Background: an optimization exercise with open tools, aiming at small area, a short achievable clock period and few clock cycles per item. Do not read the settings as production practice.
RTL that was checked went through simulation tests only; none was proved equivalent to the original.
Only the layout flow was run in runs 6 and 7; the RTL was not checked for function there.

==> flow/design.v <==
`timescale 1ns/1ns
module shapipe(
    input wire [0:511] message,
    input wire clk,
    input wire reset,
    output wire ready,
    output wire [255:0] hashvalue);
    localparam [31:0] H0 = 32'h6a09e667, H1 = 32'hbb67ae85,
                      H2 = 32'h3c6ef372, H3 = 32'ha54ff53a,
                      H4 = 32'h510e527f, H5 = 32'h9b05688c,
                      H6 = 32'h1f83d9ab, H7 = 32'h5be0cd19;
    function [31:0] ror(input [31:0] x, input integer n);
        ror = (x >> n) | (x << (32 - n));
    endfunction
    function [31:0] bs0(input [31:0] x);    
        bs0 = ror(x, 2) ^ ror(x, 13) ^ ror(x, 22);
    endfunction
    function [31:0] bs1(input [31:0] x);    
        bs1 = ror(x, 6) ^ ror(x, 11) ^ ror(x, 25);
    endfunction
    function [31:0] ss0(input [31:0] x);    
        ss0 = ror(x, 7) ^ ror(x, 18) ^ (x >> 3);
    endfunction
    function [31:0] ss1(input [31:0] x);    
        ss1 = ror(x, 17) ^ ror(x, 19) ^ (x >> 10);
    endfunction
    function [31:0] ch(input [31:0] x, input [31:0] y, input [31:0] z);
        ch = (x & y) ^ (~x & z);
    endfunction
    function [31:0] maj(input [31:0] x, input [31:0] y, input [31:0] z);
        maj = (x & y) | (x & z) | (y & z);
    endfunction
    function [31:0] kc(input [5:0] i);
        case (i)
        6'd00: kc = 32'h428a2f98; 6'd01: kc = 32'h71374491; 6'd02: kc = 32'hb5c0fbcf; 6'd03: kc = 32'he9b5dba5;
        6'd04: kc = 32'h3956c25b; 6'd05: kc = 32'h59f111f1; 6'd06: kc = 32'h923f82a4; 6'd07: kc = 32'hab1c5ed5;
        6'd08: kc = 32'hd807aa98; 6'd09: kc = 32'h12835b01; 6'd10: kc = 32'h243185be; 6'd11: kc = 32'h550c7dc3;
        6'd12: kc = 32'h72be5d74; 6'd13: kc = 32'h80deb1fe; 6'd14: kc = 32'h9bdc06a7; 6'd15: kc = 32'hc19bf174;
        6'd16: kc = 32'he49b69c1; 6'd17: kc = 32'hefbe4786; 6'd18: kc = 32'h0fc19dc6; 6'd19: kc = 32'h240ca1cc;
        6'd20: kc = 32'h2de92c6f; 6'd21: kc = 32'h4a7484aa; 6'd22: kc = 32'h5cb0a9dc; 6'd23: kc = 32'h76f988da;
        6'd24: kc = 32'h983e5152; 6'd25: kc = 32'ha831c66d; 6'd26: kc = 32'hb00327c8; 6'd27: kc = 32'hbf597fc7;
        6'd28: kc = 32'hc6e00bf3; 6'd29: kc = 32'hd5a79147; 6'd30: kc = 32'h06ca6351; 6'd31: kc = 32'h14292967;
        6'd32: kc = 32'h27b70a85; 6'd33: kc = 32'h2e1b2138; 6'd34: kc = 32'h4d2c6dfc; 6'd35: kc = 32'h53380d13;
        6'd36: kc = 32'h650a7354; 6'd37: kc = 32'h766a0abb; 6'd38: kc = 32'h81c2c92e; 6'd39: kc = 32'h92722c85;
        6'd40: kc = 32'ha2bfe8a1; 6'd41: kc = 32'ha81a664b; 6'd42: kc = 32'hc24b8b70; 6'd43: kc = 32'hc76c51a3;
        6'd44: kc = 32'hd192e819; 6'd45: kc = 32'hd6990624; 6'd46: kc = 32'hf40e3585; 6'd47: kc = 32'h106aa070;
        6'd48: kc = 32'h19a4c116; 6'd49: kc = 32'h1e376c08; 6'd50: kc = 32'h2748774c; 6'd51: kc = 32'h34b0bcb5;
        6'd52: kc = 32'h391c0cb3; 6'd53: kc = 32'h4ed8aa4a; 6'd54: kc = 32'h5b9cca4f; 6'd55: kc = 32'h682e6ff3;
        6'd56: kc = 32'h748f82ee; 6'd57: kc = 32'h78a5636f; 6'd58: kc = 32'h84c87814; 6'd59: kc = 32'h8cc70208;
        6'd60: kc = 32'h90befffa; 6'd61: kc = 32'ha4506ceb; 6'd62: kc = 32'hbef9a3f7; default: kc = 32'hc67178f2;
        endcase
    endfunction
    function [31:0] kn(input [5:0] t);
        case (t)
        6'd62: kn = 32'hc67178f2 + H0;
        6'd63: kn = H7;
        default: kn = kc(t + 6'd1);
        endcase
    endfunction
    function [31:0] knx(input [5:0] t);
        case (t)
        6'd61: knx = 32'hc67178f2 + H0;
        6'd62: knx = H7;
        default: knx = kc(t + 6'd2);
        endcase
    endfunction
    localparam [31:0] T1C = H7 + bs1(H4) + ch(H4, H5, H6) + 32'h428a2f98;
    localparam [31:0] CA  = T1C + bs0(H0) + maj(H0, H1, H2);
    localparam [31:0] CE  = T1C + H3;
    localparam [31:0] CK1 = H6 + 32'h71374491;
    reg  [6:0]  t;                  
    reg  [31:0] a, b, c, d, e, f, g, hk, kq;
    reg  [31:0] w [0:15];
    wire        run  = ~t[6];
    reg         last, pen;          
    wire [31:0] s1e = bs1(e);
    wire [31:0] che = ch(e, f, g);
    wire [31:0] s0a = bs0(a);
    wire [31:0] mja = maj(a, b, c);
    wire [31:0] x1 = hk ^ s1e ^ che;
    wire [31:0] y1 = {maj(hk, s1e, che), 1'b0} ;
    wire [31:0] x2 = x1 ^ y1 ^ s0a;
    wire [31:0] y2 = {maj(x1, y1, s0a), 1'b0};
    wire [31:0] x3 = x2 ^ y2 ^ mja;
    wire [31:0] y3 = {maj(x2, y2, mja), 1'b0};
    wire [31:0] xe = x1 ^ y1 ^ d;
    wire [31:0] ye = {maj(x1, y1, d), 1'b0};
    wire [31:0] anew = x3 + y3;
    wire [31:0] enew = xe + ye;
    wire [31:0] wt   = last ? 32'd0 : w[2];
    wire [31:0] xh   = g ^ kq ^ wt;
    wire [31:0] yh   = {maj(g, kq, wt), 1'b0};
    wire [31:0] hkn  = xh + yh;
    wire [31:0] s0w  = ss0(~w[1]);
    wire [31:0] xw   = ~w[9] ^ s0w ^ w[0];
    wire [31:0] yw   = {maj(~w[9], s0w, w[0]), 1'b0};
    wire [31:0] s1w  = ss1(w[14]);
    wire [31:0] xw2  = xw ^ yw ^ s1w;
    wire [31:0] yw2  = {maj(xw, yw, s1w), 1'b0};
    wire [31:0] wnew = xw2 + yw2;
    wire [31:0] dadd = pen ? H4 - H0 : (last ? H3 : 32'd0);
    always @(posedge clk) begin
        pen  <= ~reset & (t == 7'd61);
        last <= ~reset & (t == 7'd62);
        kq   <= reset ? kc(6'd2) : knx(t[5:0]);
    end
    integer i;
    always @(posedge clk) begin
        if (reset) begin
            t  <= 7'd1;
            a  <= CA + message[0:31];
            b  <= H0;
            c  <= H1;
            d  <= H2;
            e  <= CE + message[0:31];
            f  <= H4;
            g  <= H5;
            hk <= CK1 + message[32:63];
        end else if (run) begin
            t  <= t + 7'd1;
            a  <= anew;
            e  <= enew;
            hk <= hkn;
            d  <= c + dadd;
            if (last) begin
                b <= a + H1;
                c <= b + H2;
                f <= e + H5;
                g <= f + H6;
            end else begin
                b <= a;
                c <= b;
                f <= e;
                g <= f;
            end
        end
    end
    always @(posedge clk) begin
        if (reset) begin
            for (i = 0; i < 16; i = i + 1)
                w[i] <= (i % 2) ? ~message[32*i +: 32] : message[32*i +: 32];
        end else begin
            for (i = 0; i < 15; i = i + 1)
                w[i] <= ~w[i+1];
            w[15] <= ~wnew;
        end
    end
    assign ready = t[6];
    assign hashvalue = {a, b, c, d, e, f, g, hk};
endmodule
==> flow/flow/run.sh <==
#!/bin/bash
set -euo pipefail
export BUFFER_PORTS_ARGS="-buffer_cell sky130_fd_sc_hd__buf_1"
export SETUP_SLACK_MARGIN=6
bash standard.sh > make_finish.log 2>&1
==> flow/standard.sh <==
#!/bin/bash
# synth_recipe.tcl (not shown) runs the flow's synth.tcl, then flattens the netlist and writes it again
# the make line also repeats each setting of config.mk as NAME=value (left out here)
make -C /OpenROAD-flow-scripts/flow DESIGN_CONFIG=/design/flow/config.mk WORK_HOME=/design/flow/orfs CLKGATE_MAP_FILE= SYNTH_SCRIPT=/design/flow/synth_recipe.tcl "${@:-finish}"
==> flow/config.mk <==
export PLATFORM = sky130hd
export DESIGN_NAME = shapipe
export DESIGN_NICKNAME = shapipe
export VERILOG_FILES = /design/flow/design.v
export SDC_FILE = /design/flow/constraint.sdc
export NUM_CORES = 4
export LEC_CHECK = 0
export ABC_CLOCK_PERIOD_IN_PS = 4000
export CAP_MARGIN = 20
export CORE_MARGIN = 2
export CORE_UTILIZATION = 65
export CTS_CLUSTER_DIAMETER = 100
export CTS_CLUSTER_SIZE = 25
export PLACE_DENSITY = 0.75
export SLEW_MARGIN = 20
export TNS_END_PERCENT = 100
==> flow/constraint.sdc <==
create_clock -name core_clock -period 11.0 [get_ports {clk}]
set_input_delay 2.2000 -clock core_clock [delete_from_list [all_inputs] [get_ports {clk}]]
set_output_delay 2.2000 -clock core_clock [all_outputs]
set_load 0.01 [all_outputs]
==> summary.txt, run 1 <==
Outcome
  – Outcome: finished clean

Place
  – Placed instance area: 51900 um^2
  – Placer Congestion: around 1.1
  – DP HPWL: ~150 mm
  – IO buf count: 770

Setup path
  – Crit-path max FO: 6
  – CP Launch Type: register
  – Required @ worst endpoint: between 10 and 15 ns
  – R2R cell count: 17
  – WS Path Type: register to register
  – R2r setup slk: ~6 ns
  – Critical Path Source: e[12]
  – Max incr delay on CP: roughly 0.54 ns
  – Crit-path cells: buf_6 -> xnor2_4 -> xnor2_2 -> fa_1 -> inv_2 -> fa_1 -> inv_2 -> fa_1 -> ha_4 -> a21o_1 -> or3_4 -> o211ai_4 -> o311ai_4 -> o211a_4 -> o31a_1 -> o21a_1 -> o31ai_1
  – Reg-to-reg endpoint: a[29]
  – Worst path slowest cell: fa_1
  – RR Startpoint: e[12]
  – Worst EP arrival: ~5.5 ns
  – Crit end category: register
  – CP dominant cell by count: fa_1

CTS
  – Clock slew at reported path FFs: 0.11 ns
  – H-tree depth: 2
  – Clock root buffer: clkbuf_16
  – Longest Clk Path Bufs: 3
  – TritonCTS Sinks: between 800 and 900
  – Worst-Skew Late Latency: just under 0.7 ns
  – Post-CTS Hold Fix Bufs: 0
  – CTS tree: yes
  – CTS buffer count: 41

Synthesis
  – Synth unique cells: 97
  – Synthesized instance count: ~5400
  – Seq cells post-synth: approximately 800
  – Main synth FF type: dfxtp_1
  – Post-synth EDFFs: 96
  – Synth warnings: 2
  – Post-synthesis sequential area ratio: between 30% and 40%
  – Syn Nets: between 6000 and 7000
  – Syn_area_per_cell: roughly 9.0 um^2
  – Fraction of registers with async set/reset: 0%
  – Mapped Area: approximately 49000 um^2

Worst hold path
  – Hold EP: w[2][23]
  – Hold WC Path Type: register to register
  – Min-delay src: w[3][23]
  – Hold-critical path depth: 1

Die
  – Num rows: 100
  – I/O Pins: between 700 and 800
  – Core area: around 74000 um^2
  – Die X: approximately 280 um
  – Starting Density: between 60% and 70%
  – Die area: a little under 80000 um^2
  – Die Ht: ~280 um

STA
  – Unrepaired setup endpoints after global routing: true
  – Final setup viols: 0
  – Measured slew at the worst slew-check pin: between 1 and 1.5 ns
  – Slew margin rel.: between 20% and 30%
  – Period minus WS final: 5.03 ns
  – Final Cycle Share: 45.7%
  – Max-slew violation count: 0
  – Fin Clk Skew: approximately 0.053 ns
  – Setup_tns: 0 ns
  – Hold Violations, Final: 0
  – Fmax: just under 200 MHz

Routing
  – Final antenna-violating net count: 0
  – Vias/cell: about 6.4
  – Vias post-DR: approximately 45000
  – Drt first pass iters: 18
  – Total Wirelength: 197 mm
  – DRT iter0 DRCs: about 6500
  – WL per Instance: between 20 and 30 um
  – # DRC: 0

Finish
  – Layout cells sized above 1: ~5.4%
  – Area of the multi-input gates: 29000 um^2
  – Fillers: roughly 5700
  – Net count, final: between 6000 and 7000
  – FF+latch area: between 15000 and 20000 um^2
  – Finished Cell Area: ~54000 um^2
  – Area Growth Syn to Fin: 11.1%

Global routing
  – Total congestion overflow: 0
  – Largest net degree at the start of global routing: between 200 and 250
  – Vias in the first global route: between 40000 and 50000
  – Initial antenna violation count: 23
  – Global-route wire length before repair: around 280 mm
  – GRT Resource Usage Total: 49.3%

Job
  – Max cap viols: 0
## synthesized netlist by cell type, types with 29 or more instances
master / count / area, um^2
maj3_1: 31 / 310
inv_1: 426 / 1600
nor2b_1: 49 / 307
a21o_1: 74 / 556
o31ai_1: 29 / 218
dfxtp_1: 713 / 14300
clkbuf_1: 234 / 878
and3_1: 37 / 231
buf_1: 49 / 184
nor2_1: 329 / 1230
nand2_1: 584 / 2190
buf_2: 31 / 155
mux2i_1: 273 / 2730
mux2_2: 45 / 507
a31oi_1: 36 / 225
nand3_1: 65 / 325
edfxtp_1: 96 / 2880
a21oi_1: 321 / 1610
o211ai_1: 51 / 383
nor3_1: 77 / 385
fa_1: 220 / 4400
o21ai_0: 451 / 2260
xnor2_1: 350 / 3070
xor2_1: 213 / 1870
a211oi_1: 60 / 450
ha_1: 171 / 2140
## per-layer routing
layer  GRT usage, %  share of wire (%)  routed length [um]  up-vias
met5              0              0.041                  80        -
met4           36.4                9.2               18300       12
met3           15.3                 13               26600      825
met2           74.7                 43               84800     3370
met1           59.3                 34               67700    21087
li1               -                  -                   -    19528
## area by class of cell
class / instances / area share (%)
multi-input cells: 3852 / 53.6
repair buffers: 877 / 6.94
clock inverters: 12 / 0.368
diodes: 16 / 0.0741
clock buffers: 51 / 1.97
inverters: 430 / 3.00
flip-flops and latches: 809 / 31.8
well taps: 969 / 2.24
## registers in the layout, summed over array words and instances (netlist names)
name	count
a	32
b	32
c	32
d	32
e	32
f	32
g	32
hk	32
kq	32
last	1
pen	1
t	7
w	512
## cell usage in the layout, fill, tap and decap left out, types with 51 or more instances in the layout
cell type	Yosys	layout
buf_1	49	769
dfxtp_1	713	711
nand2_1	584	583
o21ai_0	451	449
inv_1	426	419
xnor2_1	350	342
nor2_1	329	324
a21oi_1	321	317
mux2i_1	273	273
fa_1	220	218
xor2_1	213	211
ha_1	171	163
buf_4	0	100
edfxtp_1	96	96
nor3_1	77	75
a21o_1	74	74
nand3_1	65	65
a211oi_1	60	59
o211ai_1	51	51
## per-stage QoR
stage | worst slack (ns) | hold WS, ns | instances | utilization, %
final | 5.97 | 0.387 | 7016 | 72.7
after global routing | 5.88 | 0.412 | 7010 | 72.7
after CTS | 6.02 | 0.390 | 6976 | 72.1
after detailed placement | 5.46 | 0.392 | 6867 | 69.9
after global placement | 5.48 | 0.388 | 6867 | 69.9
after floorplan | 6.19 | 0.387 | 5406 | -
## what timing repair did
action | 4_1_cts | 5_1_grt
endpoints found under the setup margin | 19 | 21
pin swaps | 4 | 35
resized for setup | 11 | 46
setup buffers | 46 | 24
## worst max path at each step
| stage | cells after the start | slack, ns | to |
|---|---|---|---|
| 2_1_floorplan | 18 | 6.19 | a[28] |
| 3_3_place_gp | 6 | 5.48 | hk[19] |
| 3_5_place_dp | 6 | 5.46 | hk[19] |
| 4_1_cts | 18 | 6.02 | a[28] |
| 5_1_grt | 17 | 5.88 | a[29] |
| 6_report | 17 | 5.97 | a[29] |
## cells by family (layout without fill, tap and decap cells)
family / Yosys count / in the layout / share of synthesized area, %
buffers and inverters: 745 / 1370 / 5.83
AOI/OAI and AO/OA: 1258 / 1258 / 16.0
DFF: 809 / 809 / 35.3
other: 0 / 16 / 0
xor gates and xnor gates: 563 / 563 / 10.1
and+or+nand+nor: 1281 / 1281 / 11.6
muxes: 328 / 328 / 7.12
adders and majority gates: 422 / 422 / 14.1
## worst max-delay path, delay by kind of cell (launching register included)
family,cells,cell delay [ns]
buffers and inverters,3,0.27
DFF,1,0.52
and+or+nand+nor,1,0.39
AOI/OAI and AO/OA,7,1.58
adders and majority gates,4,1.78
xor gates and xnor gates,2,0.27
Testbench counts, summed over its fixed seeds: cycles 20,800, items 320.
==> run 2: changes to the inputs <==
--- a/flow/config.mk
+++ b/flow/config.mk
@@ -8,9 +8,10 @@
 export ABC_CLOCK_PERIOD_IN_PS = 4000
 export CAP_MARGIN = 20
 export CORE_MARGIN = 2
-export CORE_UTILIZATION = 65
+export CORE_UTILIZATION = 55
 export CTS_CLUSTER_DIAMETER = 100
 export CTS_CLUSTER_SIZE = 25
-export PLACE_DENSITY = 0.75
+export GPL_ROUTABILITY_DRIVEN = 0
+export PLACE_DENSITY = 0.65
 export SLEW_MARGIN = 20
 export TNS_END_PERCENT = 100
==> summary.txt, run 2 <==
Setup path
  – Crit-path cells: buf_4 -> xnor2_1 -> xnor2_1 -> fa_1 -> inv_1 -> fa_1 -> inv_1 -> ha_1 -> a211oi_1 -> o211a_1 -> nor3_4 -> nor3_1 -> o21ai_0 -> a21oi_1 -> xnor2_1 -> nor2_1 -> a31oi_1 (was buf_6 -> xnor2_4 -> xnor2_2 -> fa_1 -> inv_2 -> fa_1 -> inv_2 -> fa_1 -> ha_4 -> a21o_1 -> or3_4 -> o211ai_4 -> o311ai_4 -> o211a_4 -> o31a_1 -> o21a_1 -> o31ai_1)
  – CP Launch Type: register (unchanged)
  – Crit-path max FO: 4 (was 6)
  – CP delay by family, top: compound AO/OA/AOI/OAI gates (was adder cells)
  – CP dominant cell by count: xnor2_1 (was fa_1)
  – WS Path Type: register to register (unchanged)
  – Crit end category: register (unchanged)
  – Max incr delay on CP: 0.57 ns (was 0.54 ns)
  – Worst EP arrival: 5.47 ns (was 5.50 ns)
  – Buffers & Inverters on Critical Path: 3 (unchanged)
  – Required @ worst endpoint: 11.36 ns (was 11.47 ns)
  – Worst path slowest cell: a31oi_1 (was fa_1)

CTS
  – Clock slew at reported path FFs: 0.11 ns (about the same)
  – Longest Clk Path Bufs: 3 (unchanged)
  – Worst-Skew Late Latency: 0.66 ns (was 0.68 ns)
  – Clock root buffer: clkbuf_16 (unchanged)
  – Post-CTS Hold Fix Bufs: 0 (unchanged)
  – H-tree depth: 2 (unchanged)
  – TritonCTS Sinks: 809 (unchanged)
  – CTS buffer count: 42 (was 41)
  – CTS tree: yes (unchanged)

Die
  – I/O Pins: 771 (unchanged)
  – Die X: 301 um (was 278 um)
  – Num rows: 109 (was 100)
  – Die Ht: 301 um (was 278 um)
  – Core area: 88000 um^2 (was 74300 um^2)
  – Die area: 90900 um^2 (was 77100 um^2)
  – Starting Density: 55.3% (was 65.5%)

Global routing
  – Initial antenna violation count: 20 (was 23)
  – Global Route met3 Usage: 10.8% (was 15.3%)
  – Total congestion overflow: 0 (unchanged)
  – GRT Resource Usage Total: 41.5% (was 49.3%)
  – GR Util met1: 50.5% (was 59.3%)
  – Largest net degree at the start of global routing: 205 (was 218)
  – Grt met2 use: 65.8% (was 74.7%)
  – Global-route wire length before repair: 274 mm (was 278 mm)
  – Grt peak-use layer: met2 (unchanged)
  – Vias in the first global route: 40280 (was 41825)

Worst hold path
  – Hold WC Path Type: register to register (unchanged)

Finish
  – Largest register FFs: 512 (unchanged)
  – Net count, final: 6914 (was 6916)
  – Area Growth Syn to Fin: 11.7% (was 11.1%)
  – Layout cells sized above 1: 5.44% (was 5.37%)
  – Commonest non-fill, non-tap cells in the layout: 769 x buf_1, 710 x dfxtp_1, 584 x nand2_1 (was 769 x buf_1, 711 x dfxtp_1, 583 x nand2_1)
  – Biggest register: w (unchanged)
  – Commonest non-fill, non-tap cell in the layout: buf_1 (unchanged)
  – Final Util: 61.8% (was 72.7%)
  – FF+latch area: 17200 um^2 (about the same)
  – Area of the multi-input gates: 29000 um^2 (about the same)
  – Fillers: 7868 (was 5708)

Routing
  – Drt first pass iters: 8 (was 18)
  – WL per Instance: 27.2 um (was 28.1 um)
  – Vias/cell: 6.00 (was 6.39)
  – Vias post-DR: 43257 (was 44822)
  – # DRC: 0 (unchanged)
  – Final antenna-violating net count: 0 (unchanged)
  – DRT iter0 DRCs: 5990 (was 6467)
  – Total Wirelength: 196 mm (was 197 mm)

STA
  – Setup slack after layout: 5.89 ns (was 5.97 ns)
  – Hold Violations, Final: 0 (unchanged)
  – Fmax: 196 MHz (was 199 MHz)
  – Max-slew violation count: 0 (unchanged)
  – Setup_tns: 0 ns (unchanged)
  – Unrepaired setup endpoints after global routing: true (unchanged)
  – Period minus WS final: 5.11 ns (was 5.03 ns)
  – Measured slew at the worst slew-check pin: 1.10 ns (was 1.15 ns)
  – Hold WS: 0.392 ns (was 0.387 ns)
  – Slew margin rel.: 26.4% (was 23.4%)
  – Final Cycle Share: 46.4% (was 45.7%)
  – Final setup viols: 0 (unchanged)
  – Fin Clk Skew: 0.0362 ns (was 0.0526 ns)

Synthesis
  – Post-synth EDFFs: 96 (unchanged)
  – List of most frequent post-synthesis cells: 713 x dfxtp_1, 584 x nand2_1, 451 x o21ai_0, 426 x inv_1, 350 x xnor2_1 (unchanged)
  – Most frequent cell after synthesis: dfxtp_1 (unchanged)
  – Synthesized instance count: 5406 (unchanged)
  – Synth warnings: 2 (unchanged)
  – Yosys top cell area share: 29.3% (unchanged)
  – Main synth FF type: dfxtp_1 (unchanged)
  – Mapped Area: 48700 um^2 (unchanged)
  – Fraction of registers with async set/reset: 0% (unchanged)
  – Post-synthesis sequential area ratio: 35.3% (unchanged)
  – Synth unique cells: 97 (unchanged)
  – Synth area leaders: dfxtp_1 29%, fa_1 9.1%, xnor2_1 6.3% (unchanged)
  – Seq cells post-synth: 809 (unchanged)
  – Leading area contributor after synthesis: dfxtp_1 (unchanged)
  – Syn Nets: 6311 (unchanged)
  – Syn_area_per_cell: 9.00 um^2 (unchanged)

Place
  – IO buf count: 770 (unchanged)
  – DP HPWL: 154 mm (was 153 mm)
  – Place WS: 5.39 ns (was 5.46 ns)

Job
  – Max cap viols: 0 (unchanged)

Outcome
  – Outcome: finished clean (unchanged)
[run 2: per-layer routing]
| layer | up-vias | part of all wire (%) |
|---|---|---|
| li1 | 19517 | - |
| met1 | 20437 | 36 |
| met2 | 2675 | 45 |
| met3 | 614 | 11 |
| met4 | 14 | 7.4 |
| met5 | - | 0.048 |
[run 2: cell families (layout without fill, tap and decap cells)]
| logic type | after synthesis | after routing | synth area share (%) |
|---|---|---|---|
| AND/OR/NAND/NOR | 1281 | 1281 | 11.6 |
| XOR/XNOR | 563 | 563 | 10.1 |
| buffers and inverters | 745 | 1368 | 5.83 |
| adder cells (fa/ha/maj) | 422 | 422 | 14.1 |
| flip-flops | 809 | 809 | 35.3 |
| multiplexers | 328 | 328 | 7.12 |
| other | 0 | 12 | 0 |
| AO/OA/AOI/OAI | 1258 | 1258 | 16.0 |
[run 2: final timing paths]
| check | from | end | slack (ns) | cells after the start |
|---|---|---|---|---|
| worst max register to register | e[27] | e[18] | 5.89 | 17 |
| worst min register to register | w[13][20] | w[12][20] | 0.39 | 1 |
| worst min-delay path | w[13][20] | w[12][20] | 0.39 | 1 |
| worst max-delay path | e[27] | e[18] | 5.89 | 17 |
[run 2: layout make-up]
type | instances | area share (%)
multi-input combinational | 3852 | 53.3
sequential | 809 | 31.6
timing repair buffer | 874 | 6.90
inverter | 430 | 2.99
tap | 1165 | 2.68
clock buffer | 50 | 2.07
clock inverter | 14 | 0.375
antenna | 12 | 0.0553
[run 2: per-stage QoR]
stage               cell area, um^2  instances
finish                        54300       7206
global route                  54300       7201
CTS                           53800       7162
detailed placement            52200       7063
global placement              52200       7063
floorplan                     48700       5406
[run 2: repair_timing]
item | 4_1_cts | 5_1_grt
pin swaps | 0 | 19
buffers inserted | 35 | 32
endpoints found under the hold margin | 0 | 0
gates resized for setup | 13 | 53
endpoints found under the setup margin | 30 | 96
==> run 3: changes to the inputs <==
--- a/flow/config.mk
+++ b/flow/config.mk
@@ -11,7 +11,6 @@
 export CORE_UTILIZATION = 55
 export CTS_CLUSTER_DIAMETER = 100
 export CTS_CLUSTER_SIZE = 25
-export GPL_ROUTABILITY_DRIVEN = 0
 export PLACE_DENSITY = 0.65
 export SLEW_MARGIN = 20
 export TNS_END_PERCENT = 100
==> summary.txt, run 3 <==
CTS
  – Clock root buffer: clkbuf_16 (unchanged)
  – CTS buffer count: 42 (unchanged)
  – CTS tree: yes (unchanged)
  – Clock slew at reported path FFs: 0.11 ns (about the same)
  – TritonCTS Sinks: 809 (unchanged)
  – Longest Clk Path Bufs: 3 (unchanged)
  – H-tree depth: 2 (unchanged)
  – Worst-Skew Late Latency: 0.65 ns (was 0.66 ns)

Place
  – IO buf count: 770 (unchanged)
  – DP HPWL: 161 mm (was 154 mm)
  – Placer Congestion: roughly 1

Synthesis
  – Synth area leaders: dfxtp_1 29%, fa_1 9.1%, xnor2_1 6.3% (unchanged)
  – Most frequent cell after synthesis: dfxtp_1 (unchanged)
  – Post-synth EDFFs: 96 (unchanged)
  – Synth warnings: 2 (unchanged)
  – Seq cells post-synth: 809 (unchanged)
  – Yosys top cell area share: 29.3% (unchanged)
  – Syn_area_per_cell: 9.00 um^2 (unchanged)
  – Fraction of registers with async set/reset: 0% (unchanged)
  – Main synth FF type: dfxtp_1 (unchanged)
  – Mapped Area: 48700 um^2 (unchanged)
  – Synth unique cells: 97 (unchanged)
  – Post-synthesis sequential area ratio: 35.3% (unchanged)
  – List of most frequent post-synthesis cells: 713 x dfxtp_1, 584 x nand2_1, 451 x o21ai_0, 426 x inv_1, 350 x xnor2_1 (unchanged)
  – Leading area contributor after synthesis: dfxtp_1 (unchanged)
  – Syn Nets: 6311 (unchanged)
  – Synthesized instance count: 5406 (unchanged)

Setup path
  – R2r setup slk: 5.96 ns (was 5.89 ns)
  – Reg-to-reg endpoint: a[25] (was e[18])
  – CP Launch Type: register (unchanged)
  – Critical Path Source: e[26] (was e[27])
  – RR Startpoint: e[26] (was e[27])
  – WS Path Type: register to register (unchanged)
  – R2R cell count: 19 (was 17)
  – Required @ worst endpoint: 11.48 ns (was 11.36 ns)
  – Crit-path max FO: 9 (was 4)
  – Crit end category: register (unchanged)
  – Crit path to: a[25] (was e[18])
  – Worst EP arrival: 5.53 ns (was 5.47 ns)

Global routing
  – Total congestion overflow: 0 (unchanged)
  – Initial antenna violation count: 22 (was 20)
  – Largest net degree at the start of global routing: 225 (was 205)
  – Global-route wire length before repair: 282 mm (was 274 mm)
  – Vias in the first global route: 40481 (was 40280)
  – GRT Resource Usage Total: 43.0% (was 41.5%)

Routing
  – DRT iter0 DRCs: 5075 (was 5990)
  – Metal-1 WL: 76.2 mm (was 70.7 mm)
  – Total Wirelength: 202 mm (was 196 mm)
  – Metal3 WL: 20.8 mm (was 22.2 mm)
  – Vias post-DR: 43196 (was 43257)
  – Vias/cell: 5.99 (was 6.00)
  – Top routing layer used: met5 (unchanged)
  – Wire length on met2: 91.2 mm (was 88.3 mm)
  – Drt first pass iters: 14 (was 8)
  – WL per Instance: 28.1 um (was 27.2 um)
  – # DRC: 0 (unchanged)
  – Final antenna-violating net count: 0 (unchanged)

Die
  – Num rows: 109 (unchanged)
  – I/O Pins: 771 (unchanged)
  – Starting Density: 55.3% (unchanged)
  – Core area: 88000 um^2 (unchanged)
  – Die X: 301 um (unchanged)
  – Die area: 90900 um^2 (unchanged)
  – Die Ht: 301 um (unchanged)

Finish
  – Commonest non-fill, non-tap cell in the layout: buf_1 (unchanged)
  – Final Util: 61.9% (was 61.8%)
  – Net count, final: 6922 (was 6914)
  – Area Growth Syn to Fin: 11.8% (was 11.7%)
  – Biggest register: w (unchanged)
  – Largest register FFs: 512 (unchanged)
  – FF+latch area: 17200 um^2 (about the same)
  – Commonest non-fill, non-tap cells in the layout: 769 x buf_1, 705 x dfxtp_1, 584 x nand2_1 (was 769 x buf_1, 710 x dfxtp_1, 584 x nand2_1)
  – Layout cells sized above 1: 5.80% (was 5.44%)
  – Fillers: 7920 (was 7868)
  – Area of the multi-input gates: 29000 um^2 (about the same)

STA
  – Period minus WS final: 5.04 ns (was 5.11 ns)
  – Max-slew violation count: 0 (unchanged)
  – Hold WS: 0.404 ns (was 0.392 ns)
  – Slew margin rel.: 23.7% (was 26.4%)
  – Unrepaired setup endpoints after global routing: true (unchanged)
  – Final Cycle Share: 45.8% (was 46.4%)
  – Final setup viols: 0 (unchanged)
  – Measured slew at the worst slew-check pin: 1.14 ns (was 1.10 ns)
  – Hold Violations, Final: 0 (unchanged)
  – Setup_tns: 0 ns (unchanged)
  – Fin Clk Skew: 0.0229 ns (was 0.0362 ns)
  – Fmax: 198 MHz (was 196 MHz)

Outcome
  – Outcome: finished clean (unchanged)

Job
  – Max cap viols: 0 (unchanged)

Worst hold path
  – Hold WC Path Type: register to register (unchanged)
run 3: cell counts after synthesis:
No cell type changed its count.
run 3: worst max-delay path, stage by stage, from the launching register on:
cell and delay (ns):
edfxtp_1 0.51, buf_4 0.23, xnor2_1 0.15, xnor2_1 0.15, fa_1 0.38, inv_1 0.22, fa_1 0.45, inv_1 0.08
fa_1 0.41, ha_1 0.41, nand4_1 0.24, buf_4 0.21, nor2_2 0.16, o211ai_4 0.12, o311ai_4 0.17, buf_4 0.20
o2111ai_2 0.10, a21bo_2 0.23, a2111o_1 0.36, o21ai_0 0.07
run 3: layout make-up:
| class | count | area share (%) |
|---|---|---|
| timing repair buffer | 882 | 6.94 |
| tap | 1165 | 2.68 |
| clock inverter | 12 | 0.308 |
| antenna | 14 | 0.0644 |
| inverter | 430 | 2.99 |
| clock buffer | 50 | 2.12 |
| multi-input combinational | 3852 | 53.3 |
| sequential | 809 | 31.6 |
run 3: repair_timing:
item                                    CTS  global route
endpoints found under the setup margin   24            42
buffers inserted                         23            42
gates resized for setup                  14            66
pin swaps                                 1            31
hold buffers                              0             0
run 3: cell families (layout without fill, tap and decap cells):
group | count (synthesis) | count (layout) | synth area share [%]
simple gates | 1281 | 1281 | 11.6
compound gates | 1258 | 1258 | 16.0
other cells | 0 | 14 | 0
mux | 328 | 328 | 7.12
flops | 809 | 809 | 35.3
fa+ha+maj | 422 | 422 | 14.1
buf+inv | 745 | 1374 | 5.83
xor+xnor | 563 | 563 | 10.1
run 3: how the worst min path moves through the flow:
stage | slack (ns) | endpoint | startpoint | cells past startpoint
5_1_grt | 0.41 | w[7][28] | w[8][28] | 1
6_report | 0.40 | w[14][19] | w[15][19] | 1
3_3_place_gp | 0.39 | w[5][3] | w[6][3] | 1
3_5_place_dp | 0.39 | w[5][11] | w[6][11] | 1
2_1_floorplan | 0.39 | w[11][0] | w[12][0] | 1
4_1_cts | 0.41 | w[3][4] | w[4][4] | 1
run 3: metrics by stage:
step,cell area (um^2),worst slack [ns],std cells
finish,54400,5.96,7214
global placement,52200,5.56,7073
detailed placement,52200,5.53,7073
floorplan,48700,6.19,5406
global route,54400,5.87,7207
CTS,53800,5.95,7158
run 3: per-layer routing:
layer / up-vias / global-route usage, %
met5: - / 0
met4: 18 / 25.3
met3: 508 / 11.1
met2: 2423 / 67.8
met1: 20733 / 53.2
li1: 19514 / -
==> run 4: changes to the inputs <==
--- a/flow/config.mk
+++ b/flow/config.mk
@@ -13,4 +13,4 @@
 export CTS_CLUSTER_SIZE = 25
 export PLACE_DENSITY = 0.65
 export SLEW_MARGIN = 20
-export TNS_END_PERCENT = 100
+export TNS_END_PERCENT = 25
==> summary.txt, run 4 <==
Synthesis
  – Post-Synth XOR/XNOR Area: 10.1% (unchanged)
  – Largest family of logic cells by synthesized area: compound AO/OA/AOI/OAI gates (unchanged)
  – Synth area leaders: dfxtp_1 29%, fa_1 9.1%, xnor2_1 6.3% (unchanged)
  – Yosys top cell area share: 29.3% (unchanged)
  – Multiplexer area fraction after synthesis: 7.12% (unchanged)
  – Post-synth EDFFs: 96 (unchanged)
  – List of most frequent post-synthesis cells: 713 x dfxtp_1, 584 x nand2_1, 451 x o21ai_0, 426 x inv_1, 350 x xnor2_1 (unchanged)
  – Synth unique cells: 97 (unchanged)
  – Synthesized instance count: 5406 (unchanged)
  – Seq cells post-synth: 809 (unchanged)
  – Most frequent cell after synthesis: dfxtp_1 (unchanged)
  – Compound-Gate Fraction of Synth Area: 16.0% (unchanged)
  – Main synth FF type: dfxtp_1 (unchanged)
  – Post-synthesis simple-gate area fraction: 11.6% (unchanged)
  – Leading area contributor after synthesis: dfxtp_1 (unchanged)
  – Adder-Cell Fraction of Synth Area: 14.1% (unchanged)
  – Mapped Area: 48700 um^2 (unchanged)
  – Post-synthesis sequential area ratio: 35.3% (unchanged)
  – Syn Nets: 6311 (unchanged)
  – Syn_area_per_cell: 9.00 um^2 (unchanged)
  – Fraction of registers with async set/reset: 0% (unchanged)
  – Synth warnings: 2 (unchanged)

Routing
  – Total Wirelength: 202 mm (about the same)
  – WL per Instance: 28.0 um (was 28.1 um)
  – Metal-1 WL: 75.3 mm (was 76.2 mm)
  – DRT iter0 DRCs: 4858 (was 5075)
  – Top routing layer used: met5 (unchanged)
  – Wire length on met2: 91.2 mm (about the same)
  – # DRC: 0 (unchanged)
  – Drt first pass iters: 8 (was 14)
  – Vias/cell: 6.00 (was 5.99)
  – Metal3 WL: 21.3 mm (was 20.8 mm)
  – Vias post-DR: 43207 (was 43196)
  – Final antenna-violating net count: 0 (unchanged)

CTS
  – CTS buffer count: 42 (unchanged)
  – Worst-Skew Late Latency: 0.65 ns (about the same)
  – CTS tree: yes (unchanged)
  – Clock slew at reported path FFs: 0.10 ns (was 0.11 ns)
  – Clock root buffer: clkbuf_16 (unchanged)
  – TritonCTS Sinks: 809 (unchanged)
  – Longest Clk Path Bufs: 3 (unchanged)
  – H-tree depth: 2 (unchanged)

Finish
  – Layout cells sized above 1: 5.52% (was 5.80%)
  – Largest register FFs: 512 (unchanged)
  – Commonest non-fill, non-tap cells in the layout: 769 x buf_1, 709 x dfxtp_1, 584 x nand2_1 (was 769 x buf_1, 705 x dfxtp_1, 584 x nand2_1)
  – Commonest non-fill, non-tap cell in the layout: buf_1 (unchanged)
  – Net count, final: 6917 (was 6922)
  – Biggest register: w (unchanged)
  – Area Growth Syn to Fin: 11.7% (was 11.8%)

Setup path
  – Crit-path max FO: 4 (was 9)
  – R2r setup slk: 5.96 ns (about the same)
  – Crit end category: register (unchanged)
  – Required @ worst endpoint: 11.37 ns (was 11.48 ns)
  – Worst EP arrival: 5.41 ns (was 5.53 ns)
  – CP Launch Type: register (unchanged)
  – R2R cell count: 15 (was 19)
  – WS Path Type: register to register (unchanged)

Worst hold path
  – Hold WC Path Type: register to register (unchanged)
  – Hold-critical path depth: 1 (unchanged)

Place
  – IO buf count: 770 (unchanged)
  – Place WS: 5.53 ns (unchanged)
  – DP HPWL: 161 mm (unchanged)
  – Placer Congestion: 1.02 (unchanged)

STA
  – Final setup viols: 0 (unchanged)
  – Period minus WS final: 5.04 ns (about the same)
  – Hold WS: 0.402 ns (was 0.404 ns)
  – Setup_tns: 0 ns (unchanged)
  – Slew margin rel.: 24.4% (was 23.7%)
  – Fin Clk Skew: 0.0204 ns (was 0.0229 ns)
  – Unrepaired setup endpoints after global routing: true (unchanged)
  – Final Cycle Share: 45.8% (about the same)
  – Hold Violations, Final: 0 (unchanged)
  – Measured slew at the worst slew-check pin: 1.13 ns (was 1.14 ns)
  – Max-slew violation count: 0 (unchanged)
  – Fmax: 198 MHz (about the same)
  – Setup slack after layout: 5.96 ns (about the same)

Die
  – Die Ht: 301 um (unchanged)
  – Num rows: 109 (unchanged)
  – Core area: 88000 um^2 (unchanged)
  – Starting Density: 55.3% (unchanged)
  – Die area: 90900 um^2 (unchanged)
  – Die X: 301 um (unchanged)
  – I/O Pins: 771 (unchanged)

Global routing
  – Global-route wire length before repair: 282 mm (about the same)
  – GRT Resource Usage Total: 43.0% (about the same)
  – Initial antenna violation count: 22 (unchanged)
  – Vias in the first global route: 40484 (was 40481)
  – Total congestion overflow: 0 (unchanged)
  – Largest net degree at the start of global routing: 225 (unchanged)

Job
  – Max cap viols: 0 (unchanged)

Outcome
  – Outcome: finished clean (unchanged)
-- run 4: worst paths after layout --
path	start	to
max	e[11]	e[15]
min	w[15][19]	w[14][19]
max reg2reg	e[11]	e[15]
min reg2reg	w[15][19]	w[14][19]
-- run 4: critical path, cell delays in order, from the launching register on --
cell and delay, ns:
edfxtp_1 0.55, xor2_1 0.22, xnor2_1 0.18, fa_1 0.45
fa_1 0.53, inv_1 0.04, ha_1 0.26, fa_2 0.46
a21o_1 0.20, a221o_2 0.39, a211oi_4 0.33, nor2_1 0.15
a221o_1 0.32, a21oi_1 0.17, xor2_1 0.10, o21ai_0 0.43
-- run 4: timing repair --
action | 4_1_cts | 5_1_grt
gates resized for setup | 12 | 50
gates cloned | 0 | 0
pin swaps | 1 | 23
hold buffers | 0 | 0
endpoints found under the setup margin | 24 | 43
buffers inserted | 23 | 37
-- run 4: area by class of cell --
cell class / count / area [um^2]
Timing Repair Buffer: 877 / 3730
Antenna cell: 12 / 30.0
Multi-Input combinational cell: 3852 / 29000
Clock inverter: 12 / 168
Tap cell: 1165 / 1460
Clock buffer: 50 / 1150
Sequential cell: 809 / 17200
Fill cell: 7931 / 33600
Inverter: 430 / 1620
-- run 4: routing by layer --
| layer | vias up | track usage (%) |
|---|---|---|
| met5 | - | 0 |
| met4 | 18 | 25.3 |
| li1 | 19498 | - |
| met3 | 515 | 11.1 |
| met2 | 2395 | 67.8 |
| met1 | 20781 | 53.2 |
-- run 4: metrics by stage --
step	area [um^2]	instances	util, %
2_1_floorplan	48700	5406	-
3_3_place_gp	52200	7073	59.4
3_5_place_dp	52200	7073	59.4
4_1_cts	53800	7158	61.1
5_1_grt	54300	7202	61.8
6_report	54300	7207	61.8
-- run 4: cells by family (layout without fill, tap and decap cells) --
group / after synthesis / after routing
AO/OA/AOI/OAI: 1258 / 1258
XOR/XNOR: 563 / 563
adder cells (fa/ha/maj): 422 / 422
buffers and inverters: 745 / 1369
flip-flops: 809 / 809
multiplexers: 328 / 328
other: 0 / 12
AND/OR/NAND/NOR: 1281 / 1281
==> run 5: changes to the inputs <==
--- a/flow/config.mk
+++ b/flow/config.mk
@@ -13,4 +13,4 @@
 export CTS_CLUSTER_SIZE = 25
 export PLACE_DENSITY = 0.65
 export SLEW_MARGIN = 20
-export TNS_END_PERCENT = 25
+export TNS_END_PERCENT = 50
==> summary.txt, run 5 <==
CTS
  – H-tree depth: 2 (unchanged)
  – Worst-Skew Late Latency: 0.65 ns (about the same)
  – Post-CTS Hold Fix Bufs: 0 (unchanged)
  – Clock slew at reported path FFs: 0.10 ns (about the same)
  – CTS tree: yes (unchanged)
  – CTS buffer count: 42 (unchanged)
  – TritonCTS Sinks: 809 (unchanged)
  – Longest Clk Path Bufs: 3 (unchanged)
  – Clock root buffer: clkbuf_16 (unchanged)

STA
  – Setup slack after layout: 6.00 ns (was 5.96 ns)
  – Measured slew at the worst slew-check pin: 1.13 ns (about the same)
  – Final Cycle Share: 45.5% (was 45.8%)
  – Fin Clk Skew: 0.0239 ns (was 0.0204 ns)
  – Slew margin rel.: 24.1% (was 24.4%)
  – Unrepaired setup endpoints after global routing: true (unchanged)
  – Fmax: 200 MHz (was 198 MHz)
  – Final setup viols: 0 (unchanged)
  – Period minus WS final: 5.00 ns (was 5.04 ns)
  – Setup_tns: 0 ns (unchanged)
  – Hold Violations, Final: 0 (unchanged)
  – Max-slew violation count: 0 (unchanged)

Finish
  – Largest register FFs: 512 (unchanged)
  – Net count, final: 6917 (unchanged)
  – Area Growth Syn to Fin: 11.7% (about the same)
  – Finished Cell Area: 54400 um^2 (was 54300 um^2)
  – Fillers: 7931 (unchanged)
  – Area of the multi-input gates: 29000 um^2 (about the same)
  – Commonest non-fill, non-tap cell in the layout: buf_1 (unchanged)
  – Layout cells sized above 1: 5.64% (was 5.52%)
  – Commonest non-fill, non-tap cells in the layout: 769 x buf_1, 705 x dfxtp_1, 584 x nand2_1 (was 769 x buf_1, 709 x dfxtp_1, 584 x nand2_1)
  – Final Util: 61.8% (about the same)
  – FF+latch area: 17200 um^2 (about the same)
  – Biggest register: w (unchanged)

Place
  – Place WS: 5.53 ns (unchanged)
  – DP HPWL: 161 mm (unchanged)
  – Placed instance area: 52200 um^2 (unchanged)
  – IO buf count: 770 (unchanged)
  – Placer Congestion: 1.02 (unchanged)

Setup path
  – Max incr delay on CP: 0.52 ns (was 0.55 ns)
  – CP Launch Type: register (unchanged)
  – R2r setup slk: 6.00 ns (was 5.96 ns)
  – Buffers & Inverters on Critical Path: 3 (was 1)
  – Worst EP arrival: 5.49 ns (was 5.41 ns)
  – RR Startpoint: e[12] (was e[11])
  – Crit path to: a[29] (was e[15])
  – Required @ worst endpoint: 11.48 ns (was 11.37 ns)
  – Reg-to-reg endpoint: a[29] (was e[15])
  – CP dominant cell by count: fa_1
  – WS Path Type: register to register (unchanged)
  – Crit path depth: 17 (was 15)
  – CP delay by family, top: adder cells (was compound AO/OA/AOI/OAI gates)
  – Crit-path max FO: 6 (was 4)
  – Crit-path cells: buf_6 -> xnor2_2 -> xnor2_1 -> fa_1 -> inv_2 -> fa_1 -> inv_1 -> fa_1 -> ha_4 -> a21o_1 -> or3_4 -> o211ai_4 -> o311ai_4 -> o211a_4 -> o31a_1 -> o21a_1 -> o31ai_1 (was xor2_1 -> xnor2_1 -> fa_1 -> fa_1 -> inv_1 -> ha_1 -> fa_2 -> a21o_1 -> a221o_2 -> a211oi_4 -> nor2_1 -> a221o_1 -> a21oi_1 -> xor2_1 -> o21ai_0)
  – Crit end category: register (unchanged)
  – R2R cell count: 17 (was 15)
  – Critical Path Source: e[12] (was e[11])
  – Worst path slowest cell: edfxtp_1 (unchanged)

Global routing
  – Vias in the first global route: 40484 (unchanged)
  – Initial antenna violation count: 22 (unchanged)
  – Largest net degree at the start of global routing: 225 (unchanged)
  – GRT Resource Usage Total: 43.0% (unchanged)
  – Global-route wire length before repair: 282 mm (unchanged)
  – Total congestion overflow: 0 (unchanged)

Synthesis
  – Main synth FF type: dfxtp_1 (unchanged)
  – Most frequent cell after synthesis: dfxtp_1 (unchanged)
  – Post-synthesis sequential area ratio: 35.3% (unchanged)
  – Fraction of registers with async set/reset: 0% (unchanged)
  – Leading area contributor after synthesis: dfxtp_1 (unchanged)
  – Seq cells post-synth: 809 (unchanged)
  – List of most frequent post-synthesis cells: 713 x dfxtp_1, 584 x nand2_1, 451 x o21ai_0, 426 x inv_1, 350 x xnor2_1 (unchanged)
  – Syn_area_per_cell: 9.00 um^2 (unchanged)
  – Synthesized instance count: 5406 (unchanged)
  – Synth unique cells: 97 (unchanged)
  – Mapped Area: 48700 um^2 (unchanged)
  – Post-synth EDFFs: 96 (unchanged)
  – Synth area leaders: dfxtp_1 29%, fa_1 9.1%, xnor2_1 6.3% (unchanged)
  – Synth warnings: 2 (unchanged)
  – Yosys top cell area share: 29.3% (unchanged)
  – Syn Nets: 6311 (unchanged)

Routing
  – # DRC: 0 (unchanged)
  – Total Wirelength: 202 mm (about the same)
  – Drt first pass iters: 8 (unchanged)
  – Vias/cell: 6.01 (was 6.00)
  – WL per Instance: 28.1 um (was 28.0 um)
  – DRT iter0 DRCs: 4766 (was 4858)
  – Vias post-DR: 43290 (was 43207)
  – Final antenna-violating net count: 0 (unchanged)

Die
  – Die X: 301 um (unchanged)
  – Starting Density: 55.3% (unchanged)
  – Die Ht: 301 um (unchanged)
  – Core area: 88000 um^2 (unchanged)
  – Num rows: 109 (unchanged)
  – I/O Pins: 771 (unchanged)
  – Die area: 90900 um^2 (unchanged)

Outcome
  – Outcome: finished clean (unchanged)

Worst hold path
  – Hold WC Path Type: register to register (unchanged)

Job
  – Max cap viols: 0 (unchanged)
[run 5: final cells by class]
class / instances / share of cell area, %
Multi-Input combinational cell: 3852 / 53.4
Sequential cell: 809 / 31.6
Tap cell: 1165 / 2.68
Inverter: 430 / 2.99
Timing Repair Buffer: 877 / 6.87
Clock inverter: 12 / 0.308
Clock buffer: 50 / 2.12
Antenna cell: 10 / 0.0460
[run 5: metal layers]
| metal | track usage [%] | wire length [um] |
|---|---|---|
| met4 | 25.3 | 14300 |
| met2 | 67.8 | 91000 |
| met3 | 11.1 | 21400 |
| met1 | 53.2 | 75300 |
| met5 | 0 | 123 |
[run 5: through the flow]
stage | hold slack, ns | std cells
after CTS | 0.406 | 7158
after global placement | 0.390 | 7073
after global routing | 0.412 | 7202
final | 0.402 | 7205
after floorplan | 0.387 | 5406
after detailed placement | 0.392 | 7073
[run 5: cell families (layout without fill, tap and decap cells)]
kind of cell	count (synthesis)	in the layout	synth area share (%)
simple gates	1281	1281	11.6
compound gates	1258	1258	16.0
flops	809	809	35.3
buf+inv	745	1369	5.83
xor+xnor	563	563	10.1
fa+ha+maj	422	422	14.1
mux	328	328	7.12
other cells	0	10	0
[run 5: what timing repair did]
action,CTS,global route
setup endpoints to repair,24,43
pin swaps,1,26
setup buffers,23,37
gates resized for setup,13,60
[run 5: worst min-delay path by stage]
stage | start | end | slack (ns) | cells after the start
final | w[4][30] | w[3][30] | 0.40 | 1
after global routing | w[8][28] | w[7][28] | 0.41 | 1
after CTS | w[4][4] | w[3][4] | 0.41 | 1
after detailed placement | w[6][11] | w[5][11] | 0.39 | 1
after global placement | w[6][3] | w[5][3] | 0.39 | 1
after floorplan | w[12][0] | w[11][0] | 0.39 | 1
==> run 6: changes to the inputs <==
--- a/flow/design.v
+++ b/flow/design.v
@@ -69,7 +69,7 @@
     localparam [31:0] CE  = T1C + H3;
     localparam [31:0] CK1 = H6 + 32'h71374491;
     reg  [6:0]  t;                  
-    reg  [31:0] a, b, c, d, e, f, g, hk, kq;
+    reg  [31:0] a, b, c, d, e, f, g, hk;
     reg  [31:0] w [0:15];
     wire        run  = ~t[6];
     reg         last, pen;          
@@ -88,6 +88,7 @@
     wire [31:0] anew = x3 + y3;
     wire [31:0] enew = xe + ye;
     wire [31:0] wt   = last ? 32'd0 : w[2];
+    wire [31:0] kq   = kn(t[5:0]);
     wire [31:0] xh   = g ^ kq ^ wt;
     wire [31:0] yh   = {maj(g, kq, wt), 1'b0};
     wire [31:0] hkn  = xh + yh;
@@ -102,7 +103,6 @@
     always @(posedge clk) begin
         pen  <= ~reset & (t == 7'd61);
         last <= ~reset & (t == 7'd62);
-        kq   <= reset ? kc(6'd2) : knx(t[5:0]);
     end
     integer i;
     always @(posedge clk) begin
==> summary.txt, run 6 <==
Finish
  – Commonest non-fill, non-tap cells in the layout: 769 x buf_1, 673 x dfxtp_1, 589 x nand2_1 (was 769 x buf_1, 705 x dfxtp_1, 584 x nand2_1)
  – Non-filler cells, final: 7426 (was 7205)
  – Largest register FFs: 512 (unchanged)
  – Commonest non-fill, non-tap cell in the layout: buf_1 (unchanged)
  – Layout cells sized above 1: 10.0% (was 5.64%)
  – Net count, final: 7136 (was 6917)
  – Biggest register: w (unchanged)
  – Area Growth Syn to Fin: 16.6% (was 11.7%)

Die
  – Core area: 88000 um^2 (unchanged)
  – Num rows: 109 (unchanged)
  – Die Ht: 301 um (about the same)
  – Die X: 301 um (about the same)
  – Starting Density: 55.3% (about the same)
  – Die area: 90800 um^2 (was 90900 um^2)
  – I/O Pins: 771 (unchanged)

Routing
  – Drt first pass iters: 7 (was 8)
  – Final antenna-violating net count: 0 (unchanged)
  – # DRC: 0 (unchanged)
  – Vias post-DR: 44976 (was 43290)
  – DRT iter0 DRCs: 4882 (was 4766)
  – Total Wirelength: 206 mm (was 202 mm)
  – WL per Instance: 27.7 um (was 28.1 um)
  – Vias/cell: 6.06 (was 6.01)

CTS
  – H-tree depth: 2 (unchanged)
  – Clock root buffer: clkbuf_16 (unchanged)
  – CTS tree: yes (unchanged)
  – Longest Clk Path Bufs: 3 (unchanged)
  – Post-CTS Hold Fix Bufs: 0 (unchanged)
  – Worst-Skew Late Latency: 0.66 ns (was 0.65 ns)
  – TritonCTS Sinks: 777 (was 809)
  – CTS buffer count: 42 (unchanged)
  – Clock slew at reported path FFs: 0.11 ns (was 0.10 ns)

STA
  – Slew margin rel.: 19.3% (was 24.1%)
  – Final Cycle Share: 48.8% (was 45.5%)
  – Setup_tns: 0 ns (unchanged)
  – Hold WS: 0.386 ns (was 0.402 ns)
  – Max-slew violation count: 0 (unchanged)
  – Unrepaired setup endpoints after global routing: true (unchanged)
  – Measured slew at the worst slew-check pin: 1.20 ns (was 1.13 ns)
  – Setup slack after layout: 5.63 ns (was 6.00 ns)
  – Period minus WS final: 5.37 ns (was 5.00 ns)
  – Final setup viols: 0 (unchanged)
  – Hold Violations, Final: 0 (unchanged)
  – Fin Clk Skew: 0.0357 ns (was 0.0239 ns)
  – Fmax: 186 MHz (was 200 MHz)

Synthesis
  – Post-synth EDFFs: 96 (unchanged)
  – List of most frequent post-synthesis cells: 681 x dfxtp_1, 604 x nand2_1, 480 x inv_1, 478 x o21ai_0, 357 x xnor2_1 (was 713 x dfxtp_1, 584 x nand2_1, 451 x o21ai_0, 426 x inv_1, 350 x xnor2_1)
  – Synth area leaders: dfxtp_1 28%, fa_1 8.9%, xnor2_1 6.4% (was dfxtp_1 29%, fa_1 9.1%, xnor2_1 6.3%)
  – Fraction of registers with async set/reset: 0% (unchanged)
  – Syn_area_per_cell: 8.79 um^2 (was 9.00 um^2)
  – Synthesized instance count: 5528 (was 5406)
  – Post-synthesis sequential area ratio: 34.0% (was 35.3%)
  – Yosys top cell area share: 28.0% (was 29.3%)
  – Most frequent cell after synthesis: dfxtp_1 (unchanged)
  – Syn Nets: 6431 (was 6311)
  – Seq cells post-synth: 777 (was 809)
  – Leading area contributor after synthesis: dfxtp_1 (unchanged)
  – Synth warnings: 2 (unchanged)
  – Mapped Area: 48600 um^2 (was 48700 um^2)
  – Main synth FF type: dfxtp_1 (unchanged)
  – Synth unique cells: 101 (was 97)

Global routing
  – Largest net degree at the start of global routing: 127 (was 225)
  – Total congestion overflow: 0 (unchanged)
  – GRT Resource Usage Total: 43.4% (was 43.0%)
  – Global Route met3 Usage: 7.18% (was 11.1%)
  – Global-route wire length before repair: 286 mm (was 282 mm)
  – Grt met2 use: 70.3% (was 67.8%)
  – Initial antenna violation count: 9 (was 22)
  – Grt peak-use layer: met2 (unchanged)
  – GR Util met1: 52.1% (was 53.2%)
  – Vias in the first global route: 41923 (was 40484)

Setup path
  – Worst EP arrival: 5.87 ns (was 5.49 ns)
  – Crit end category: register (unchanged)
  – Crit-path max FO: 11 (was 6)
  – Required @ worst endpoint: 11.50 ns (was 11.48 ns)
  – WS Path Type: register to register (unchanged)
  – CP Launch Type: register (unchanged)

Place
  – Cells after DPL: 7182 (was 7073)
  – IO buf count: 770 (unchanged)
  – DP HPWL: 157 mm (was 161 mm)
  – Place WS: 3.50 ns (was 5.53 ns)
  – Placer Congestion: 1.04 (was 1.02)

Job
  – Max cap viols: 0 (unchanged)

Worst hold path
  – Hold WC Path Type: register to register (unchanged)

Outcome
  – Outcome: finished clean (unchanged)
run 6: cell count changes after synthesis, moves of 10 or more:
cell,delta
o211ai_1,-10
or3_1,+11
inv_1,+54
and3_1,-13
dfxtp_1,-32
a21o_1,-15
nor2b_1,-28
nand2_1,+20
clkbuf_1,+22
o21ai_0,+27
nor2_1,+13
run 6: cell type report:
type,instances,area [um^2]
Tap cell,1165,1460
Clock buffer,48,1080
Inverter,485,1850
Timing Repair Buffer,999,5070
Antenna cell,8,20.0
Fill cell,7673,31300
Multi-Input combinational cell,3927,30400
Sequential cell,777,16500
Clock inverter,16,241
Timing Repair inverter,1,7.51
run 6: worst max-delay path: stages, from the launching register on:
cell and delay, ns:
dfxtp_4 0.37, buf_12 0.11, ha_4 0.15, clkinvlp_4 0.12, ha_4 0.34, buf_8 0.17
bufbuf_16 0.31, nor2_1 0.07, o21ai_0 0.14, o311ai_1 0.13, a21oi_1 0.28, o21ai_2 0.14
fa_2 0.60, inv_1 0.05, ha_1 0.29, a21o_1 0.19, a21oi_2 0.18, o21a_1 0.20
o211ai_1 0.21, buf_4 0.22, a21oi_4 0.21, o31ai_4 0.11, a21oi_2 0.18, mux2_4 0.32
a211oi_2 0.14
run 6: path summary, 6_finish.rpt:
check            from        to  slack [ns]  depth (start not counted)
max              t[0]    hk[30]        5.63                         24
min          w[5][30]  w[4][30]        0.39                          1
max reg2reg      t[0]    hk[30]        5.63                         24
min reg2reg  w[5][30]  w[4][30]        0.39                          1
run 6: per-stage QoR:
step                instance area [um^2]  util [%]
floorplan                          48600         -
global route                       56600      64.4
global placement                   52200      59.3
CTS                                55300      62.9
finish                             56700      64.4
detailed placement                 52200      59.3
run 6: what timing repair did:
item | CTS | global route
setup endpoints to repair | 66 | 125
cloned | 9 | 1
pin swaps | 83 | 91
setup buffers | 87 | 75
resized for setup | 223 | 180
run 6: logic make-up (layout without fill, tap and decap cells):
kind of cell             after synthesis  after routing  synth area share, %
buffers and inverters                825           1549                 6.52
AND/OR/NAND/NOR                     1289           1289                 11.5
flip-flops                           777            777                 34.0
multiplexers                         314            314                 6.69
AO/OA/AOI/OAI                       1331           1331                 17.0
XOR/XNOR                             571            572                 10.3
adder cells (fa/ha/maj)              421            421                 14.0
other                                  0              8                    0
run 6: layer usage:
layer	up-vias	routed length, um
met3	657	18000
met5	-	28
li1	20126	-
met1	21426	75000
met2	2763	94100
met4	4	18500
==> run 7: changes to the inputs <==
--- a/flow/design.v
+++ b/flow/design.v
@@ -69,7 +69,7 @@
     localparam [31:0] CE  = T1C + H3;
     localparam [31:0] CK1 = H6 + 32'h71374491;
     reg  [6:0]  t;                  
-    reg  [31:0] a, b, c, d, e, f, g, hk;
+    reg  [31:0] a, b, c, d, e, f, g, hk, kq;
     reg  [31:0] w [0:15];
     wire        run  = ~t[6];
     reg         last, pen;          
@@ -77,18 +77,19 @@
     wire [31:0] che = ch(e, f, g);
     wire [31:0] s0a = bs0(a);
     wire [31:0] mja = maj(a, b, c);
-    wire [31:0] x1 = hk ^ s1e ^ che;
-    wire [31:0] y1 = {maj(hk, s1e, che), 1'b0} ;
-    wire [31:0] x2 = x1 ^ y1 ^ s0a;
-    wire [31:0] y2 = {maj(x1, y1, s0a), 1'b0};
-    wire [31:0] x3 = x2 ^ y2 ^ mja;
-    wire [31:0] y3 = {maj(x2, y2, mja), 1'b0};
-    wire [31:0] xe = x1 ^ y1 ^ d;
-    wire [31:0] ye = {maj(x1, y1, d), 1'b0};
+    wire [31:0] x1 = hk ^ che ^ mja;
+    wire [31:0] y1 = {maj(hk, che, mja), 1'b0};
+    wire [31:0] x2 = x1 ^ y1 ^ s1e;
+    wire [31:0] y2 = {maj(x1, y1, s1e), 1'b0};
+    wire [31:0] x3 = x2 ^ y2 ^ s0a;
+    wire [31:0] y3 = {maj(x2, y2, s0a), 1'b0};
+    wire [31:0] x1e = hk ^ che ^ d;
+    wire [31:0] y1e = {maj(hk, che, d), 1'b0};
+    wire [31:0] xe = x1e ^ y1e ^ s1e;
+    wire [31:0] ye = {maj(x1e, y1e, s1e), 1'b0};
     wire [31:0] anew = x3 + y3;
     wire [31:0] enew = xe + ye;
     wire [31:0] wt   = last ? 32'd0 : w[2];
-    wire [31:0] kq   = kn(t[5:0]);
     wire [31:0] xh   = g ^ kq ^ wt;
     wire [31:0] yh   = {maj(g, kq, wt), 1'b0};
     wire [31:0] hkn  = xh + yh;
@@ -103,6 +104,7 @@
     always @(posedge clk) begin
         pen  <= ~reset & (t == 7'd61);
         last <= ~reset & (t == 7'd62);
+        kq   <= reset ? kc(6'd2) : knx(t[5:0]);
     end
     integer i;
     always @(posedge clk) begin
--- a/flow/config.mk
+++ b/flow/config.mk
@@ -13,4 +13,4 @@
 export CTS_CLUSTER_SIZE = 25
 export PLACE_DENSITY = 0.65
 export SLEW_MARGIN = 20
-export TNS_END_PERCENT = 50
+export TNS_END_PERCENT = 100
==> summary.txt, run 7 <==
Synthesis
  – Post-synthesis sequential area ratio: 34.4% (was 34.0%)
  – Synth unique cells: 114 (was 101)
  – Post-synth EDFFs: 96 (unchanged)
  – Yosys top cell area share: 28.6% (was 28.0%)
  – Seq cells post-synth: 809 (was 777)
  – Mapped Area: 49900 um^2 (was 48600 um^2)
  – Fraction of registers with async set/reset: 0% (unchanged)
  – Main synth FF type: dfxtp_1 (unchanged)

Finish
  – Commonest non-fill, non-tap cell in the layout: buf_1 (unchanged)
  – Biggest register: w (unchanged)
  – Largest register FFs: 512 (unchanged)

STA
  – Fin Clk Skew: 0.0411 ns (was 0.0357 ns)
  – Setup_tns: 0 ns (unchanged)
  – Fmax: 195 MHz (was 186 MHz)
  – Unrepaired setup endpoints after global routing: true (unchanged)
  – Setup slack after layout: 5.88 ns (was 5.63 ns)
  – Final setup viols: 0 (unchanged)

Setup path
  – CP Launch Type: register (unchanged)
  – R2r setup slk: 5.88 ns (was 5.63 ns)
  – Critical Path Source: a[1] (was t[0])
  – Worst EP arrival: 5.50 ns (was 5.87 ns)
  – Crit end category: register (unchanged)
  – Reg-to-reg endpoint: a[31] (was hk[30])

Routing
  – # DRC: 0 (unchanged)
  – Drt first pass iters: 10 (was 7)
  – Total Wirelength: 210 mm (was 206 mm)
  – Final antenna-violating net count: 0 (unchanged)

Worst hold path
  – Hold EP: w[14][30] (was w[4][30])
  – Min-delay src: w[15][30] (was w[5][30])
  – Hold-critical path depth: 1 (unchanged)

Die
  – Core area: 90000 um^2 (was 88000 um^2)
  – Die X: 305 um (was 301 um)
  – Num rows: 110 (was 109)

Place
  – Place WS: 4.82 ns (was 3.50 ns)
  – IO buf count: 770 (unchanged)
  – Placer Congestion: 1.07 (was 1.04)

Global routing
  – GRT Resource Usage Total: 43.7% (was 43.4%)
  – Initial antenna violation count: 37 (was 9)
  – Total congestion overflow: 0 (unchanged)
  – Largest net degree at the start of global routing: 154 (was 127)

CTS
  – Longest Clk Path Bufs: 3 (unchanged)
  – CTS buffer count: 45 (was 42)
  – TritonCTS Sinks: 809 (was 777)
  – Clock root buffer: clkbuf_16 (unchanged)

Outcome
  – Outcome: finished clean (unchanged)
run 7: per-stage QoR:
stage	hold WS, ns	util [%]	cell area, um^2
after detailed placement	0.393	59.6	53700
after global placement	0.390	59.6	53700
after global routing	0.411	62.3	56000
after floorplan	0.387	-	49900
after CTS	0.405	61.7	55600
final	0.403	62.3	56000
run 7: logic make-up (layout without fill, tap and decap cells):
family	Yosys count	count (layout)	synth area share [%]
AOI/OAI and AO/OA	1263	1263	15.6
xor gates and xnor gates	574	574	10.1
adders and majority gates	452	452	15.0
buffers and inverters	782	1426	5.98
DFF	809	809	34.4
muxes	360	360	7.69
other	0	31	0
and+or+nand+nor	1270	1270	11.3
run 7: final cells by class:
type | instances | area (um^2)
Antenna cell | 31 | 77.6
Timing Repair Buffer | 901 | 3990
Tap cell | 1176 | 1470
Multi-Input combinational cell | 3919 | 30200
Clock buffer | 48 | 1140
Fill cell | 8007 | 34000
Sequential cell | 809 | 17200
Inverter | 455 | 1720
Clock inverter | 22 | 320
run 7: per-layer routing:
metal / share of wire (%) / global-route usage (%) / vias to the layer above
li1: - / - / 19824
met1: 36 / 52.9 / 21222
met2: 46 / 70.2 / 2723
met3: 9.7 / 8.73 / 656
met4: 8.3 / 30.1 / 8
met5: 0.025 / 0 / -
run 7: repair_timing:
item                                    4_1_cts  5_1_grt
gates resized for setup                      46       55
hold endpoints to repair                      0        0
buffers inserted                             33       26
pin swaps                                    23       28
hold buffers                                  0        0
endpoints found under the setup margin       89       26
run 7: worst max-delay path by stage:
stage	slack (ns)	cells past startpoint	to
5_1_grt	5.78	19	a[31]
4_1_cts	5.84	17	a[25]
6_report	5.88	20	a[31]
3_5_place_dp	4.82	9	b[30]
3_3_place_gp	4.88	9	b[30]
2_1_floorplan	6.15	19	a[31]
run 7: worst max-delay path, delay by kind of cell (launching register included):
kind,cells,cell delay [ns]
adder cells (fa/ha/maj),6,2.39
AO/OA/AOI/OAI,6,1.07
buffers and inverters,5,0.47
flip-flops,1,0.40
AND/OR/NAND/NOR,2,0.28
multiplexers,1,0.24

==> separate check: timing with driven ports <==
Ports are ideal in the flow. The routed layouts listed here were re-timed in OpenROAD. Step 1 (the two cells are an assumption about what drives the block):
set clk [get_ports {clk}]
set_driving_cell -lib_cell sky130_fd_sc_hd__clkbuf_16 $clk
set_driving_cell -lib_cell sky130_fd_sc_hd__buf_2 [delete_from_list [all_inputs] $clk]
Step 2 times the ports against the registers' clock, not the clock port: input delays grow and output delays shrink by t, the midpoint of the rising clock arrivals with the driver on. Slacks: ideal / step 1 / step 2; pairs: ideal / step 1.
| run | t, ns | slack for setup (ns) | slew at the worst register clock pin (ns) | pins driven straight from the clock port |
|---|---|---|---|---|
| run 1 | 0.732 | 5.971 / 5.971 / 5.550 | 0.11 / 0.11 | 1 |
| run 2 | 0.722 | 5.891 / 5.891 / 5.406 | 0.11 / 0.11 | 1 |
| run 3 | 0.714 | 5.957 / 5.957 / 5.443 | 0.11 / 0.11 | 1 |
| run 4 | 0.712 | 5.957 / 5.957 / 5.477 | 0.11 / 0.11 | 1 |
| run 5 | 0.714 | 5.997 / 5.997 / 5.476 | 0.11 / 0.11 | 1 |
| run 6 | 0.725 | 5.634 / 5.634 / 5.428 | 0.12 / 0.12 | 1 |
| run 7 | 0.738 | 5.875 / 5.875 / 5.486 | 0.11 / 0.11 | 1 |
After both steps setup and hold are still met in every run listed. The setup slack of run 5, which loses most, moves by 0.000 ns with the drivers and by -0.521 ns with both steps.
